What follows belongs to an exercise in optimizing a design on an open flow for small area and a short achievable clock period; a production flow would make more cautious choices.
RTL that was checked went through simulation tests only; none was proved equivalent to the original.

==> 07-26: inputs <==
==> flow/design.v <==
module ks_sum #(parameter N = 25) (
	input  wire [N-1:0] g,
	input  wire [N-1:0] p,
	input  wire         cin,
	output wire [N-1:0] s
);
	localparam L = $clog2(N);
	wire [N-1:0] gg [0:L];
	wire [N-1:0] pp [0:L];
	assign gg[0] = g;
	assign pp[0] = p;
	genvar k, i;
	generate
		for (k = 0; k < L; k = k + 1) begin : lvl
			for (i = 0; i < N; i = i + 1) begin : bit_
				if (i >= (1 << k)) begin : comb
					assign gg[k+1][i] = gg[k][i] | (pp[k][i] & gg[k][i - (1 << k)]);
					assign pp[k+1][i] = pp[k][i] & pp[k][i - (1 << k)];
				end else begin : pass
					assign gg[k+1][i] = gg[k][i];
					assign pp[k+1][i] = pp[k][i];
				end
			end
		end
	endgenerate
	assign s = p ^ {gg[L][N-2:0], cin};
endmodule
module ks_add #(parameter N = 8) (
	input  wire [N-1:0] a,
	input  wire [N-1:0] b,
	input  wire         cin,
	output wire [N-1:0] s,
	output wire         cout
);
	localparam L = $clog2(N);
	wire [N-1:0] p = a ^ b;
	wire [N-1:0] g [0:L];
	wire [N-1:0] q [0:L];
	assign g[0] = {(a[N-1:1] & b[N-1:1]), (a[0] & b[0]) | (p[0] & cin)};
	assign q[0] = p;
	genvar k, i;
	generate
		for (k = 0; k < L; k = k + 1) begin : lvl
			for (i = 0; i < N; i = i + 1) begin : bit_
				if (i >= (1 << k)) begin : comb
					assign g[k+1][i] = g[k][i] | (q[k][i] & g[k][i - (1 << k)]);
					assign q[k+1][i] = q[k][i] & q[k][i - (1 << k)];
				end else begin : pass
					assign g[k+1][i] = g[k][i];
					assign q[k+1][i] = q[k][i];
				end
			end
		end
	endgenerate
	assign s = p ^ {g[L][N-2:0], cin};
	assign cout = g[L][N-1];
endmodule
module lzc25(
	input  wire [24:0] v,
	output wire [4:0]  n
);
	wire [31:0] x = {v, 7'h7f};
	wire [15:0] z1;             
	wire [15:0] c1;             
	genvar i;
	generate
		for (i = 0; i < 16; i = i + 1) begin : l1
			assign z1[i] = ~(x[2*i+1] | x[2*i]);
			assign c1[i] = ~x[2*i+1];
		end
	endgenerate
	wire [7:0] z2;
	wire [1:0] c2 [0:7];
	generate
		for (i = 0; i < 8; i = i + 1) begin : l2
			assign z2[i] = z1[2*i+1] & z1[2*i];
			assign c2[i] = z1[2*i+1] ? {1'b1, c1[2*i]} : {1'b0, c1[2*i+1]};
		end
	endgenerate
	wire [3:0] z3;
	wire [2:0] c3 [0:3];
	generate
		for (i = 0; i < 4; i = i + 1) begin : l3
			assign z3[i] = z2[2*i+1] & z2[2*i];
			assign c3[i] = z2[2*i+1] ? {1'b1, c2[2*i]} : {1'b0, c2[2*i+1]};
		end
	endgenerate
	wire [1:0] z4;
	wire [3:0] c4 [0:1];
	generate
		for (i = 0; i < 2; i = i + 1) begin : l4
			assign z4[i] = z3[2*i+1] & z3[2*i];
			assign c4[i] = z3[2*i+1] ? {1'b1, c3[2*i]} : {1'b0, c3[2*i+1]};
		end
	endgenerate
	assign n = z4[1] ? {1'b1, c4[0]} : {1'b0, c4[1]};
endmodule
module float_addsub(
	input wire clk,
	input wire [31:0] v1,
	input wire [31:0] v2,
	input wire op,
	output wire [31:0] vres
);
	wire        s1 = v1[31];
	wire        s2 = v2[31] ^ op;
	wire [7:0]  e1 = v1[30:23];
	wire [7:0]  e2 = v2[30:23];
	wire        sub = s1 ^ s2;
	wire [30:0] bg = v1[30:0] & ~v2[30:0];
	wire [30:0] be = ~(v1[30:0] ^ v2[30:0]);
	function automatic [1:0] cmpc(input [1:0] hi, input [1:0] lo);  
		cmpc = {hi[1] | (hi[0] & lo[1]), hi[0] & lo[0]};
	endfunction
	function automatic [1:0] cmp8(input [7:0] g, input [7:0] e);
		reg [1:0] a0, a1, a2, a3, b0, b1;
		begin
			a0 = cmpc({g[1], e[1]}, {g[0], e[0]});
			a1 = cmpc({g[3], e[3]}, {g[2], e[2]});
			a2 = cmpc({g[5], e[5]}, {g[4], e[4]});
			a3 = cmpc({g[7], e[7]}, {g[6], e[6]});
			b0 = cmpc(a1, a0);
			b1 = cmpc(a3, a2);
			cmp8 = cmpc(b1, b0);
		end
	endfunction
	wire [1:0] ce  = cmp8(bg[30:23], be[30:23]);
	wire [1:0] cf2 = cmp8(bg[22:15], be[22:15]);
	wire [1:0] cf1 = cmp8(bg[14:7], be[14:7]);
	wire [1:0] cf0 = cmp8({bg[6:0], 1'b0}, {be[6:0], 1'b1});
	wire [1:0] cf  = cmpc(cf2, cmpc(cf1, cf0));
	wire        gt = ce[1] | (ce[0] & cf[1]);    
	wire        eq = ce[0] & cf[0];
	wire [7:0]  d12, d21;
	wire        c12, c21;
	ks_add #(8) ad12(.a(e1), .b(~e2), .cin(1'b1), .s(d12), .cout(c12));
	ks_add #(8) ad21(.a(e2), .b(~e1), .cin(1'b1), .s(d21), .cout(c21));
	wire [7:0]  d = c12 ? d12 : d21;         
	wire        ez = (e1 == 8'd0) | (e2 == 8'd0);      
	wire        bz = (e1 == 8'd0) & (e2 == 8'd0);      
	reg         r1_s, r1_sub, r1_bz, r1_gt, r1_ez;
	reg  [7:0]  r1_e;
	reg  [22:0] r1_f1, r1_f2;
	reg  [7:0]  r1_d;
	always @(posedge clk) begin
		r1_s    <= (gt ? s1 : s2) & ~(eq & sub);
		r1_sub  <= sub;
		r1_bz   <= bz;
		r1_gt   <= gt;
		r1_e    <= ce[1] ? e1 : e2;
		r1_f1   <= v1[22:0];
		r1_f2   <= v2[22:0];
		r1_ez   <= ez;
		r1_d    <= d;
	end
	wire        far = r1_ez | (r1_d[7:5] != 3'd0) | (r1_d[4:3] == 2'b11);
	wire [4:0]  sh = far ? 5'd31 : r1_d[4:0];
	wire [22:0] fb = r1_gt ? r1_f1 : r1_f2;
	wire [23:0] x0 = {1'b1, r1_gt ? r1_f2 : r1_f1};
	wire [23:0] x1 = sh[4] ? {16'b0, x0[23:16]} : x0;
	wire [23:0] x2 = sh[3] ? {8'b0, x1[23:8]} : x1;
	reg         r2_s, r2_sub, r2_hb;
	reg  [7:0]  r2_e;
	reg  [22:0] r2_fb;
	reg  [23:0] r2_x;
	reg  [2:0]  r2_sh;
	always @(posedge clk) begin
		r2_s    <= r1_s;
		r2_sub  <= r1_sub;
		r2_hb   <= ~r1_bz;                       
		r2_e    <= r1_e + 8'd1;
		r2_fb   <= fb & {23{~r1_bz}};
		r2_x    <= x2;
		r2_sh   <= sh[2:0];
	end
	wire [23:0] x3 = r2_sh[2] ? {4'b0, x2_r[23:4]} : x2_r;
	wire [23:0] x2_r = r2_x;
	wire [23:0] x4 = r2_sh[1] ? {2'b0, x3[23:2]} : x3;
	wire [23:0] x5 = r2_sh[0] ? {1'b0, x4[23:1]} : x4;
	wire [24:0] opa = {1'b0, r2_hb, r2_fb};
	wire [24:0] opb = {r2_sub, x5 ^ {24{r2_sub}}};
	wire [24:0] gen = {opa[24:1] & opb[24:1], (opa[0] & opb[0]) | ((opa[0] ^ opb[0]) & r2_sub)};
	wire [24:0] pro = opa ^ opb;
	reg         r3_s, r3_cin;
	reg  [7:0]  r3_e;
	reg  [24:0] r3_g, r3_p;
	always @(posedge clk) begin
		r3_s    <= r2_s;
		r3_cin  <= r2_sub;
		r3_e    <= r2_e;
		r3_g    <= gen;
		r3_p    <= pro;
	end
	wire [24:0] sum;
	ks_sum #(25) addm(.g(r3_g), .p(r3_p), .cin(r3_cin), .s(sum));
	reg         r4_s;
	reg  [7:0]  r4_e;
	reg  [24:0] r4_r;
	always @(posedge clk) begin
		r4_s    <= r3_s;
		r4_e    <= r3_e;
		r4_r    <= sum;
	end
	wire [4:0] lz;
	lzc25 lzm(.v(r4_r), .n(lz));
	reg         r5_s;
	reg  [7:0]  r5_e;
	reg  [24:0] r5_r;
	reg  [4:0]  r5_lz;
	always @(posedge clk) begin
		r5_s    <= r4_s;
		r5_e    <= r4_e;
		r5_r    <= r4_r;
		r5_lz   <= lz;
	end
	wire [24:0] n0 = r5_lz[4] ? {r5_r[8:0], 16'b0} : r5_r;
	wire [24:0] n1 = r5_lz[3] ? {n0[16:0], 8'b0} : n0;
	wire [24:0] n2 = r5_lz[2] ? {n1[20:0], 4'b0} : n1;
	wire [24:0] n3 = r5_lz[1] ? {n2[22:0], 2'b0} : n2;
	wire [24:0] n4 = r5_lz[0] ? {n3[23:0], 1'b0} : n3;
	wire [7:0]  ne = (r5_lz == 5'd25) ? 8'd0 : r5_e - {3'b0, r5_lz};
	reg  [31:0] r6, r7;
	always @(posedge clk) begin
		r6 <= {r5_s, ne, n4[23:1]};
		r7 <= r6;
	end
	assign vres = r7;
endmodule
==> flow/flow/run.sh <==
#!/bin/bash
set -euo pipefail
export BUFFER_PORTS_ARGS="-buffer_cell sky130_fd_sc_hd__buf_2"
bash standard.sh > standard_flow.log 2>&1
==> flow/standard.sh <==
#!/bin/bash
# synth_recipe.tcl (not shown) runs the flow's synth.tcl, then flattens the netlist and writes it again
# the make line also repeats each setting of config.mk as NAME=value (left out here)
make -C /OpenROAD-flow-scripts/flow DESIGN_CONFIG=/design/flow/config.mk WORK_HOME=/design/flow/orfs CLKGATE_MAP_FILE= SYNTH_SCRIPT=/design/flow/synth_recipe.tcl "${@:-finish}"
==> flow/config.mk <==
export PLATFORM = sky130hd
export DESIGN_NAME = float_addsub
export DESIGN_NICKNAME = float_addsub
export VERILOG_FILES = /design/flow/design.v
export SDC_FILE = /design/flow/constraint.sdc
export NUM_CORES = 4
export LEC_CHECK = 0
export CAP_MARGIN = 20
export CORE_MARGIN = 2
export CORE_UTILIZATION = 40
export CTS_BUF_LIST = sky130_fd_sc_hd__clkbuf_16
export CTS_CLUSTER_DIAMETER = 100
export CTS_CLUSTER_SIZE = 30
export SETUP_SLACK_MARGIN = 2.1
export SLEW_MARGIN = 20
==> flow/constraint.sdc <==
create_clock -name core_clock -period 4.0 [get_ports {clk}]
set_input_delay 0.8000 -clock core_clock [delete_from_list [all_inputs] [get_ports {clk}]]
set_output_delay 0.8000 -clock core_clock [all_outputs]
set_load 0.01 [all_outputs]
==> 07-04 (differences from 07-26) <==
==> flow/design.v, changed modules only <==
module ks_sum #(parameter N = 25, parameter L = 5) (
	input  wire [N-1:0] g,
	input  wire [N-1:0] p,
	input  wire         cin,
	output wire [N-1:0] s
);
	wire [N-1:0] gg [0:L];
	wire [N-1:0] pp [0:L];
	assign gg[0] = g;
	assign pp[0] = p;
	genvar k, i;
	generate
		for (k = 0; k < L; k = k + 1) begin : lvl
			for (i = 0; i < N; i = i + 1) begin : bit_
				if (i >= (1 << k)) begin : comb
					assign gg[k+1][i] = gg[k][i] | (pp[k][i] & gg[k][i - (1 << k)]);
					assign pp[k+1][i] = pp[k][i] & pp[k][i - (1 << k)];
				end else begin : pass
					assign gg[k+1][i] = gg[k][i];
					assign pp[k+1][i] = pp[k][i];
				end
			end
		end
	endgenerate
	assign s = p ^ {gg[L][N-2:0], cin};
endmodule
module ks_add #(parameter N = 8, parameter L = 3) (
	input  wire [N-1:0] a,
	input  wire [N-1:0] b,
	input  wire         cin,
	output wire [N-1:0] s,
	output wire         cout
);
	wire [N-1:0] p = a ^ b;
	wire [N-1:0] g [0:L];
	wire [N-1:0] q [0:L];
	assign g[0] = {(a[N-1:1] & b[N-1:1]), (a[0] & b[0]) | (p[0] & cin)};
	assign q[0] = p;
	genvar k, i;
	generate
		for (k = 0; k < L; k = k + 1) begin : lvl
			for (i = 0; i < N; i = i + 1) begin : bit_
				if (i >= (1 << k)) begin : comb
					assign g[k+1][i] = g[k][i] | (q[k][i] & g[k][i - (1 << k)]);
					assign q[k+1][i] = q[k][i] & q[k][i - (1 << k)];
				end else begin : pass
					assign g[k+1][i] = g[k][i];
					assign q[k+1][i] = q[k][i];
				end
			end
		end
	endgenerate
	assign s = p ^ {g[L][N-2:0], cin};
	assign cout = g[L][N-1];
endmodule
module float_addsub(
	input wire clk,
	input wire [31:0] v1,
	input wire [31:0] v2,
	input wire op,
	output wire [31:0] vres
);
	wire        s1 = v1[31];
	wire        s2 = v2[31] ^ op;
	wire [7:0]  e1 = v1[30:23];
	wire [7:0]  e2 = v2[30:23];
	wire        sub = s1 ^ s2;
	wire [30:0] bg = v1[30:0] & ~v2[30:0];
	wire [30:0] be = ~(v1[30:0] ^ v2[30:0]);
	function automatic [1:0] cmpc(input [1:0] hi, input [1:0] lo);  
		cmpc = {hi[1] | (hi[0] & lo[1]), hi[0] & lo[0]};
	endfunction
	function automatic [1:0] cmp8(input [7:0] g, input [7:0] e);
		reg [1:0] a0, a1, a2, a3, b0, b1;
		begin
			a0 = cmpc({g[1], e[1]}, {g[0], e[0]});
			a1 = cmpc({g[3], e[3]}, {g[2], e[2]});
			a2 = cmpc({g[5], e[5]}, {g[4], e[4]});
			a3 = cmpc({g[7], e[7]}, {g[6], e[6]});
			b0 = cmpc(a1, a0);
			b1 = cmpc(a3, a2);
			cmp8 = cmpc(b1, b0);
		end
	endfunction
	wire [1:0] ce  = cmp8(bg[30:23], be[30:23]);
	wire [1:0] cf2 = cmp8(bg[22:15], be[22:15]);
	wire [1:0] cf1 = cmp8(bg[14:7], be[14:7]);
	wire [1:0] cf0 = cmp8({bg[6:0], 1'b0}, {be[6:0], 1'b1});
	wire [1:0] cf  = cmpc(cf2, cmpc(cf1, cf0));
	wire        gt = ce[1] | (ce[0] & cf[1]);    
	wire        eq = ce[0] & cf[0];
	wire [7:0]  d12, d21;
	wire        c12, c21;
	ks_add #(8, 3) ad12(.a(e1), .b(~e2), .cin(1'b1), .s(d12), .cout(c12));
	ks_add #(8, 3) ad21(.a(e2), .b(~e1), .cin(1'b1), .s(d21), .cout(c21));
	wire        ez = (e1 == 8'd0) | (e2 == 8'd0);      
	wire        bz = (e1 == 8'd0) & (e2 == 8'd0);      
	reg         r1_s, r1_sub, r1_bz, r1_gt, r1_ez;
	reg  [7:0]  r1_e;
	reg  [22:0] r1_f1, r1_f2;
	reg  [7:0]  r1_d12, r1_d21;
	reg         r1_c12;
	always @(posedge clk) begin
		r1_s    <= (gt ? s1 : s2) & ~(eq & sub);
		r1_sub  <= sub;
		r1_bz   <= bz;
		r1_gt   <= gt;
		r1_e    <= ce[1] ? e1 : e2;
		r1_f1   <= v1[22:0];
		r1_f2   <= v2[22:0];
		r1_ez   <= ez;
		r1_d12  <= d12;                     
		r1_d21  <= d21;                     
		r1_c12  <= c12;                     
	end
	wire [7:0]  d = r1_c12 ? r1_d12 : r1_d21;         
	wire        far = r1_ez | (d[7:5] != 3'd0) | (d[4:3] == 2'b11);
	wire [22:0] fb = r1_gt ? r1_f1 : r1_f2;
	wire [23:0] x0 = {1'b1, r1_gt ? r1_f2 : r1_f1};
	wire [23:0] x1 = d[4] ? {16'b0, x0[23:16]} : x0;
	wire [23:0] x2 = d[3] ? {8'b0, x1[23:8]} : x1;
	reg         r2_s, r2_sub, r2_hb;
	reg  [7:0]  r2_e;
	reg  [22:0] r2_fb;
	reg  [23:0] r2_x;
	reg  [2:0]  r2_sh;
	always @(posedge clk) begin
		r2_s    <= r1_s;
		r2_sub  <= r1_sub;
		r2_hb   <= ~r1_bz;                       
		r2_e    <= r1_e + 8'd1;
		r2_fb   <= fb & {23{~r1_bz}};
		r2_x    <= x2 & {24{~far}};
		r2_sh   <= d[2:0];
	end
	wire [23:0] x3 = r2_sh[2] ? {4'b0, x2_r[23:4]} : x2_r;
	wire [23:0] x2_r = r2_x;
	wire [23:0] x4 = r2_sh[1] ? {2'b0, x3[23:2]} : x3;
	wire [23:0] x5 = r2_sh[0] ? {1'b0, x4[23:1]} : x4;
	wire [24:0] opa = {1'b0, r2_hb, r2_fb};
	wire [24:0] opb = {r2_sub, x5 ^ {24{r2_sub}}};
	wire [24:0] gen = {opa[24:1] & opb[24:1], (opa[0] & opb[0]) | ((opa[0] ^ opb[0]) & r2_sub)};
	wire [24:0] pro = opa ^ opb;
	reg         r3_s, r3_cin;
	reg  [7:0]  r3_e;
	reg  [24:0] r3_g, r3_p;
	always @(posedge clk) begin
		r3_s    <= r2_s;
		r3_cin  <= r2_sub;
		r3_e    <= r2_e;
		r3_g    <= gen;
		r3_p    <= pro;
	end
	wire [24:0] sum;
	ks_sum #(25, 5) addm(.g(r3_g), .p(r3_p), .cin(r3_cin), .s(sum));
	reg         r4_s;
	reg  [7:0]  r4_e;
	reg  [24:0] r4_r;
	always @(posedge clk) begin
		r4_s    <= r3_s;
		r4_e    <= r3_e;
		r4_r    <= sum;
	end
	wire [4:0] lz;
	lzc25 lzm(.v(r4_r), .n(lz));
	reg         r5_s;
	reg  [7:0]  r5_e;
	reg  [24:0] r5_r;
	reg  [4:0]  r5_lz;
	always @(posedge clk) begin
		r5_s    <= r4_s;
		r5_e    <= r4_e;
		r5_r    <= r4_r;
		r5_lz   <= lz;
	end
	wire [24:0] n0 = r5_lz[4] ? {r5_r[8:0], 16'b0} : r5_r;
	wire [24:0] n1 = r5_lz[3] ? {n0[16:0], 8'b0} : n0;
	wire [24:0] n2 = r5_lz[2] ? {n1[20:0], 4'b0} : n1;
	wire [24:0] n3 = r5_lz[1] ? {n2[22:0], 2'b0} : n2;
	wire [24:0] n4 = r5_lz[0] ? {n3[23:0], 1'b0} : n3;
	wire [7:0]  ne = (r5_lz == 5'd25) ? 8'd0 : r5_e - {3'b0, r5_lz};
	reg  [31:0] r6, r7;
	always @(posedge clk) begin
		r6 <= {r5_s, ne, n4[23:1]};
		r7 <= r6;
	end
	assign vres = r7;
endmodule
Settings changed: SETUP_SLACK_MARGIN 2.1 to 1.9.
==> 06-03 (differences from 07-26) <==
==> flow/design.v, changed modules only <==
module ks_add #(parameter N = 25) (
	input  wire [N-1:0] a,
	input  wire [N-1:0] b,
	input  wire         cin,
	output wire [N-1:0] s,
	output wire         cout
);
	localparam L = $clog2(N);
	wire [N-1:0] p = a ^ b;
	wire [N-1:0] g [0:L];
	wire [N-1:0] q [0:L];
	assign g[0] = {(a[N-1:1] & b[N-1:1]), (a[0] & b[0]) | (p[0] & cin)};
	assign q[0] = p;
	genvar k, i;
	generate
		for (k = 0; k < L; k = k + 1) begin : lvl
			for (i = 0; i < N; i = i + 1) begin : bit_
				if (i >= (1 << k)) begin : comb
					assign g[k+1][i] = g[k][i] | (q[k][i] & g[k][i - (1 << k)]);
					assign q[k+1][i] = q[k][i] & q[k][i - (1 << k)];
				end else begin : pass
					assign g[k+1][i] = g[k][i];
					assign q[k+1][i] = q[k][i];
				end
			end
		end
	endgenerate
	assign s = p ^ {g[L][N-2:0], cin};
	assign cout = g[L][N-1];
endmodule
module float_addsub(
	input wire clk,
	input wire [31:0] v1,
	input wire [31:0] v2,
	input wire op,
	output wire [31:0] vres
);
	wire        s1 = v1[31];
	wire        s2 = v2[31] ^ op;
	wire [7:0]  e1 = v1[30:23];
	wire [7:0]  e2 = v2[30:23];
	wire        sub = s1 ^ s2;
	wire [30:0] bg = v1[30:0] & ~v2[30:0];
	wire [30:0] be = ~(v1[30:0] ^ v2[30:0]);
	function automatic [1:0] cmpc(input [1:0] hi, input [1:0] lo);  
		cmpc = {hi[1] | (hi[0] & lo[1]), hi[0] & lo[0]};
	endfunction
	function automatic [1:0] cmp8(input [7:0] g, input [7:0] e);
		reg [1:0] a0, a1, a2, a3, b0, b1;
		begin
			a0 = cmpc({g[1], e[1]}, {g[0], e[0]});
			a1 = cmpc({g[3], e[3]}, {g[2], e[2]});
			a2 = cmpc({g[5], e[5]}, {g[4], e[4]});
			a3 = cmpc({g[7], e[7]}, {g[6], e[6]});
			b0 = cmpc(a1, a0);
			b1 = cmpc(a3, a2);
			cmp8 = cmpc(b1, b0);
		end
	endfunction
	wire [1:0] ce  = cmp8(bg[30:23], be[30:23]);
	wire [1:0] cf2 = cmp8(bg[22:15], be[22:15]);
	wire [1:0] cf1 = cmp8(bg[14:7], be[14:7]);
	wire [1:0] cf0 = cmp8({bg[6:0], 1'b0}, {be[6:0], 1'b1});
	wire [1:0] cf  = cmpc(cf2, cmpc(cf1, cf0));
	wire        gt = ce[1] | (ce[0] & cf[1]);    
	wire        eq = ce[0] & cf[0];
	wire [7:0]  d12, d21;
	wire        c12, c21;
	ks_add #(8) ad12(.a(e1), .b(~e2), .cin(1'b1), .s(d12), .cout(c12));
	ks_add #(8) ad21(.a(e2), .b(~e1), .cin(1'b1), .s(d21), .cout(c21));
	wire [7:0]  d = c12 ? d12 : d21;         
	wire        ez = (e1 == 8'd0) | (e2 == 8'd0);      
	wire        bz = (e1 == 8'd0) & (e2 == 8'd0);      
	wire        far = ez | (d[7:5] != 3'd0) | (d[4:3] == 2'b11);
	reg         r1_s, r1_sub, r1_kill;
	reg  [7:0]  r1_e;
	reg  [22:0] r1_fb, r1_fs;
	reg  [4:0]  r1_sh;
	always @(posedge clk) begin
		r1_s    <= (gt ? s1 : s2) & ~(eq & sub);
		r1_sub  <= sub;
		r1_kill <= bz | (eq & sub);
		r1_e    <= gt ? e1 : e2;
		r1_fb   <= gt ? v1[22:0] : v2[22:0];
		r1_fs   <= gt ? v2[22:0] : v1[22:0];
		r1_sh   <= far ? 5'd31 : d[4:0];
	end
	wire [23:0] t0 = r1_sh[0] ? {1'b0, 1'b1, r1_fs[22:1]} : {1'b1, r1_fs};
	wire [23:0] t1 = r1_sh[1] ? {2'b0, t0[23:2]} : t0;
	wire [23:0] t2 = r1_sh[2] ? {4'b0, t1[23:4]} : t1;
	wire [23:0] t3 = r1_sh[3] ? {8'b0, t2[23:8]} : t2;
	wire [23:0] t4 = r1_sh[4] ? {16'b0, t3[23:16]} : t3;
	reg         q_s, q_sub, q_kill;
	reg  [7:0]  q_e;
	reg  [22:0] q_fb;
	reg  [23:0] q_sm;
	always @(posedge clk) begin
		q_s    <= r1_s;
		q_sub  <= r1_sub;
		q_kill <= r1_kill;
		q_e    <= r1_e + 8'd1;
		q_fb   <= r1_fb;
		q_sm   <= t4 ^ {24{r1_sub}};
	end
	wire [24:0] sum;
	wire        cout_unused;
	ks_add #(25) addm(.a({2'b01, q_fb}), .b({q_sub, q_sm}), .cin(q_sub), .s(sum), .cout(cout_unused));
	reg         r2_s, r2_kill;
	reg  [7:0]  r2_e;
	reg  [24:0] r2_r;
	always @(posedge clk) begin
		r2_s    <= q_s;
		r2_kill <= q_kill;
		r2_e    <= q_e;
		r2_r    <= sum;
	end
	wire [4:0] lz;
	lzc25 lzm(.v(r2_r), .n(lz));
	reg         r3_s, r3_kill;
	reg  [7:0]  r3_e;
	reg  [24:0] r3_r;
	reg  [4:0]  r3_lz;
	always @(posedge clk) begin
		r3_s    <= r2_s;
		r3_kill <= r2_kill;
		r3_e    <= r2_e;
		r3_r    <= r2_r;
		r3_lz   <= lz;
	end
	wire [24:0] n0 = r3_lz[4] ? {r3_r[8:0], 16'b0} : r3_r;
	wire [24:0] n1 = r3_lz[3] ? {n0[16:0], 8'b0} : n0;
	wire [24:0] n2 = r3_lz[2] ? {n1[20:0], 4'b0} : n1;
	wire [24:0] n3 = r3_lz[1] ? {n2[22:0], 2'b0} : n2;
	wire [24:0] n4 = r3_lz[0] ? {n3[23:0], 1'b0} : n3;
	wire [7:0]  ne = r3_e - {3'b0, r3_lz};
	reg  [31:0] r4, r5, r6;
	always @(posedge clk) begin
		r4 <= {r3_s, r3_kill ? 8'd0 : ne, r3_kill ? 23'd0 : n4[23:1]};
		r5 <= r4;
		r6 <= r5;
	end
	assign vres = r6;
endmodule
// module ks_sum removed
Settings changed: CTS_BUF_LIST sky130_fd_sc_hd__clkbuf_16 to sky130_fd_sc_hd__clkbuf_8, CTS_CLUSTER_DIAMETER 100 to 50, CTS_CLUSTER_SIZE 30 to 20, SETUP_SLACK_MARGIN 2.1 to 1.5.
==> reports/metrics.cfg <==
[floorplan]
nWellTaps = 390

[global_route]
grt_pass1_wl_mm = 39.3
grt_usage = 0.153

[power_and_ir_drop]
p_leak_uw = 0.00620

[run_status]
status = finished clean

The numbers above come from 06-03.

==> reports/metrics.cfg <==
[floorplan]
row_count = 65
nWellTaps = 402

[cells_and_area]
layout_commonest_cell = dfxtp_1

[global_route]
grt_usage = 0.149
grt_pass1_wl_mm = 40.6

[run_status]
status = finished clean

[clocking]
root_buffer = clkbuf_16

[power_and_ir_drop]
p_leak_uw = 0.00651

The numbers above come from 07-26.

==> reports/metrics.cfg <==
[route]
wl_per_cell_microns = 14.8

[power_and_ir_drop]
p_leak_uw = 0.00635

[run_status]
status = finished clean

[worst_setup_path]
cp_max_fo = 2
cpPeakStageDelay_ns = 0.29

[global_route]
grt_usage = 0.152
grt_pass1_wl_mm = 41.7

[cells_and_area]
n_all_inverters = 68

[sta]
hold_slack_ns = 0.323

The numbers above come from 07-04.

For 07-26 and 06-03, only the layout was checked, not whether the RTL still works.

[afterwards: timing with drivers on the ports]
The results above use ideal ports. As a check the final layouts listed here were re-extracted and re-timed, cells and wires unchanged. Step 1, drivers: a clkbuf_16 drives clk and a buf_2 each remaining input, both assumed. Step 2 moves the port delays by t, midway between the first and last clock arrival at a register: inputs arrive t later, outputs are due t later. That takes back most of the time a late clock gives input paths. Slacks: no drivers / after step 1 / after step 2; pairs: no drivers / after step 1.
run	t (ns)	setup slack, ns	clock arrival spread, ns	slew at the worst register clock pin (ns)
07-26	0.536	1.811 / 1.811 / 1.275	0.012 / 0.013	0.11 / 0.11
07-04	0.534	1.959 / 1.986 / 1.452	0.026 / 0.026	0.11 / 0.11
06-03	0.602	1.487 / 1.500 / 0.898	0.030 / 0.030	0.11 / 0.11
After both steps every run listed still meets setup and hold. The setup slack of 06-03, which loses most, moves by +0.013 ns with the drivers and by -0.589 ns with both steps.
